Source: an optimization exercise on an open RTL-to-GDS flow (aim: small area, a short achievable clock period and few clock cycles). Production flows keep margins and buffers that such runs may drop. In this exercise RTL edits were held to simulation tests only and were not proved equivalent to the original. No activity file was given, so power comes from the tool's default toggle rates.

Design is_prime, start of the top module:
module is_prime
#(
    parameter WIDTH = 32
) (
    input clk,
    input rst_n,
    input valid_i,
    output ready_i,
    input [WIDTH-1:0] number,
    output reg result,
    output valid_o,
    input ready_o
);
    localparam K  = 2;           
    localparam NC = 17;          
    localparam M  = K * NC;      
    localparam W  = 34;          
    localparam S_IDLE  = 0,
               S_CLASS = 1,
               S_SETUP = 2,      
               S_FIX   = 3,      
               S_MUL   = 4,      
               S_CONV  = 5,      
               S_DBL   = 6,      
               S_CHK   = 7,      
               S_DONE  = 8,
               S_HORN  = 9,      
               S_CHKW  = 10;     
    localparam NS = 11;
    localparam [1:0] OP_SQR  = 2'd0,     
                     OP_SQRC = 2'd1,     
                     OP_CHK  = 2'd3;     
    reg [NS-1:0] st;
    reg [1:0]   op;
    reg [31:0]  n;
    reg [34:0]  x;           
    reg [32:0]  ar;          
    reg [W-1:0] sr, cr;      
    reg         ci;
    reg [K-1:0] ab;          
    reg [5:0]   cnt;
    reg [4:0]   e;           
    reg [4:0]   spos;        
    reg [4:0]   tpos;        
    reg [1:0]   base;        
    reg [1:0]   r3;
    reg [2:0]   r5, r7;
    reg [3:0]   r11, r13;
    reg [4:0]   r17, r19, r23;
    assign ready_i = st[S_IDLE];
    assign valid_o = st[S_DONE];
    wire nbit = n[e];
    reg  nbr;                
    wire at_s = (e == spos);
    wire any_zero = (r3 == 0) | (r5 == 0) | (r7 == 0) | (r11 == 0) |
                    (r13 == 0) | (r17 == 0) | (r19 == 0) | (r23 == 0);
    reg n_le1, n_eq2, small_n, small_prime;
    reg sp_in;
    always @(*) begin
        case (number[4:0])
            5'd3, 5'd5, 5'd7, 5'd11, 5'd13, 5'd17, 5'd19, 5'd23: sp_in = (number[31:5] == 0);
  ...
For scale: roughly 1600 cells after synthesis, roughly 250 flip-flops, about 39 I/O pins, ~17000 sq um of cells after synthesis.
clock: 5.0 ns
lec_check: 0
abc_clock_period_in_ps: 3000
cap_margin: 20
core_margin: 2
core_utilization: 40
cts_buf_list: sky130_fd_sc_hd__clkbuf_8
cts_cluster_diameter: 60
cts_cluster_size: 16
setup_slack_margin: 1.7
slew_margin: 20
run.sh (not shown) runs the stock make flow with config.mk's settings and CLKGATE_MAP_FILE= SYNTH_SCRIPT=/design/flow/synth_recipe.tcl, a recipe that flattens the netlist after the stock synthesis.
The starting point finished with timing, DRC and antenna clean.
Testbench counts at the start, summed over its fixed seeds: cycles 37,394.
Change:
--- a/flow/config.mk
+++ b/flow/config.mk
@@ -11,6 +11,3 @@
 export CORE_UTILIZATION = 40
-export CTS_BUF_LIST = sky130_fd_sc_hd__clkbuf_8
-export CTS_CLUSTER_DIAMETER = 60
-export CTS_CLUSTER_SIZE = 16
-export SETUP_SLACK_MARGIN = 1.7
+export SETUP_SLACK_MARGIN = 1.5
 export SLEW_MARGIN = 20
Effect: The changed run went through all stages and came out clean. Power increases by 3.7%. Routed wire length decreases by about 3%. Clock power increases by 36%. Non-clock buffer count decreases by 29. First-iteration DRC count increases by about 7%. Design area decreases by 0.96%. Final cell count decreases by about 1.3%. Worst hold slack improved by 8.8 ps. Global-route usage decreases by 0.43 points. Core utilization decreases by 0.45 points. Sequential power is about the same.
Change:
--- a/flow/config.mk
+++ b/flow/config.mk
@@ -11,3 +11,3 @@
 export CORE_UTILIZATION = 40
-export SETUP_SLACK_MARGIN = 1.5
+export SETUP_SLACK_MARGIN = 1.3
 export SLEW_MARGIN = 20
Outcome: The new run completed without violations; flip-flop and latch count does not change; hold slack gets worse by 8.4 ps; wire length fell by 1.4%; setup slack is worse by 83 ps; non-clock buffer count went down by 20; cell area came out lower by 1.9%; cell count falls by 0.85%.
Change:
--- a/flow/config.mk
+++ b/flow/config.mk
@@ -11,3 +11,6 @@
 export CORE_UTILIZATION = 40
-export SETUP_SLACK_MARGIN = 1.3
+export CTS_BUF_LIST = sky130_fd_sc_hd__clkbuf_8
+export CTS_CLUSTER_DIAMETER = 60
+export CTS_CLUSTER_SIZE = 16
+export SETUP_SLACK_MARGIN = 1.5
 export SLEW_MARGIN = 20
After rerunning: Power fell by 2.3%; routed wire length rose by 1.1%; via count goes up by about 0.7%; synthesized area is unchanged; design area is higher by about 0.45%; register-to-register slack improved by 90 ps; first-iteration DRC count barely changes.


is_prime, a different RTL version from the one above (not shown whole).
Size: ~1800 cells after synthesis, roughly 270 flip-flops, about 18000 um2 of cells after synthesis.
Settings: LEC_CHECK=0, ABC_CLOCK_PERIOD_IN_PS=3000, CAP_MARGIN=0, CORE_MARGIN=2, CORE_UTILIZATION=40, CTS_BUF_LIST=sky130_fd_sc_hd__clkbuf_8, CTS_CLUSTER_DIAMETER=60, CTS_CLUSTER_SIZE=16, SETUP_SLACK_MARGIN=1.7, SLEW_MARGIN=0; clock period 5.0 ns.
Testbench counts at the start, summed over its fixed seeds: cycles 28,683.
==> next run, changes <==
- CAP_MARGIN: 0 -> 20
- SETUP_SLACK_MARGIN: 1.7 -> 2.0
- SLEW_MARGIN: 0 -> 20
Power rises by a few percent.
Worst setup slack degrades by 0.017 ns.
Wire length rises slightly.
Global-route usage rises by 0.80 points.
Count of clock-buffer cells in the layout rises by 2.
==> next run, changes <==
- CORE_UTILIZATION: 40 -> 50
- SETUP_SLACK_MARGIN: 2.0 -> 1.7
Result: Routed wire length shrinks by a few percent; final area decreases by a few percent; non-clock buffer count falls by 11; hold slack loses 0.011 ns; core utilization goes up by 9.2 points; clock power barely changes; die area goes down by about a fifth; global-route usage grows by 4.7 points; power decreases by a few percent.
==> next run, changes <==
- CORE_UTILIZATION: 50 -> 40
- SETUP_SLACK_MARGIN: 1.7 -> 1.3
After rerunning: Sequential cell count stays the same. Non-clock buffer count drops by 74. Clock power went down by about 3%. Area after synthesis is unchanged. Utilization goes down by 13 points. Worst hold slack is better by 0.020 ns. Cell area falls by 3.8%. Count of clock-buffer cells in the layout does not change. Die area increases by 24%. Global-route usage drops by 6.0 points.
==> next run, changes <==
- SETUP_SLACK_MARGIN: 1.3 -> 1.7
- wire length grows by 4.9%
- register-to-register slack improves by 0.22 ns
- worst setup slack gains 0.22 ns
- critical path depth decreases by 1
- non-clock buffer count went up by 56
- core utilization came out higher by 1.7 points
- cell area grows by 3.8%
- count of clock-buffer cells in the layout fell by 2
- cell count rose by 2.2%
- worst hold slack loses 0.017 ns
- die area is unchanged
==> next run, changes <==
- CAP_MARGIN: 20 -> 10
- SLEW_MARGIN: 20 -> 10
Result: The changed run produced a clean layout. Worst setup slack is unchanged. Critical path depth stays the same. Via count stays flat. Design area is about the same. First-iteration DRC count does not change.

## static timing again, ports no longer ideal
The flow's constraints put no driver on any port. The routed layouts listed below were extracted and timed again, unchanged, in two steps.
Step 1 sets driving cells, clkbuf_16 on the clock port and buf_2 on the other inputs (assumed; they add their load-dependent delay and slew).
Step 2 times the ports against the registers' clock, not the clock port: input delays grow and output delays shrink by t, the midpoint of the rising clock arrivals with the driver on.
Slacks: no drivers / after step 1 / after step 2; pairs: no drivers / after step 1.
| run | t, ns | slack for setup (ns) | hold slack, ns | clock arrival spread, ns | worst register clock-pin slew, ns |
|---|---|---|---|---|---|
| the first run of note 1 | 0.677 | 1.684 / 1.684 / 1.426 | 0.352 / 0.352 / 0.352 | 0.029 / 0.029 | 0.10 / 0.10 |
| the second run of note 1 | 0.621 | 1.597 / 1.597 / 1.563 | 0.360 / 0.360 / 0.360 | 0.022 / 0.022 | 0.06 / 0.06 |
| the third run of note 1 | 0.619 | 1.514 / 1.514 / 1.514 | 0.352 / 0.352 / 0.352 | 0.014 / 0.014 | 0.06 / 0.06 |
| the fourth run of note 1 | 0.667 | 1.607 / 1.607 / 1.517 | 0.367 / 0.367 / 0.367 | 0.049 / 0.049 | 0.10 / 0.10 |
| the first run of note 2 | 0.691 | 1.710 / 1.710 / 1.377 | 0.372 / 0.372 / 0.372 | 0.042 / 0.042 | 0.11 / 0.11 |
| the second run of note 2 | 0.697 | 1.693 / 1.693 / 1.465 | 0.380 / 0.380 / 0.380 | 0.067 / 0.066 | 0.11 / 0.11 |
| the third run of note 2 | 0.698 | 1.691 / 1.691 / 1.373 | 0.369 / 0.369 / 0.369 | 0.028 / 0.028 | 0.10 / 0.10 |
| the fourth run of note 2 | 0.700 | 1.487 / 1.487 / 1.166 | 0.388 / 0.388 / 0.388 | 0.034 / 0.035 | 0.10 / 0.10 |
| the fifth run of note 2 | 0.691 | 1.710 / 1.710 / 1.377 | 0.372 / 0.372 / 0.372 | 0.042 / 0.042 | 0.11 / 0.11 |
| the sixth run of note 2 | 0.691 | 1.710 / 1.710 / 1.377 | 0.372 / 0.372 / 0.372 | 0.042 / 0.042 | 0.11 / 0.11 |
After both steps setup and hold are still met in every run listed.
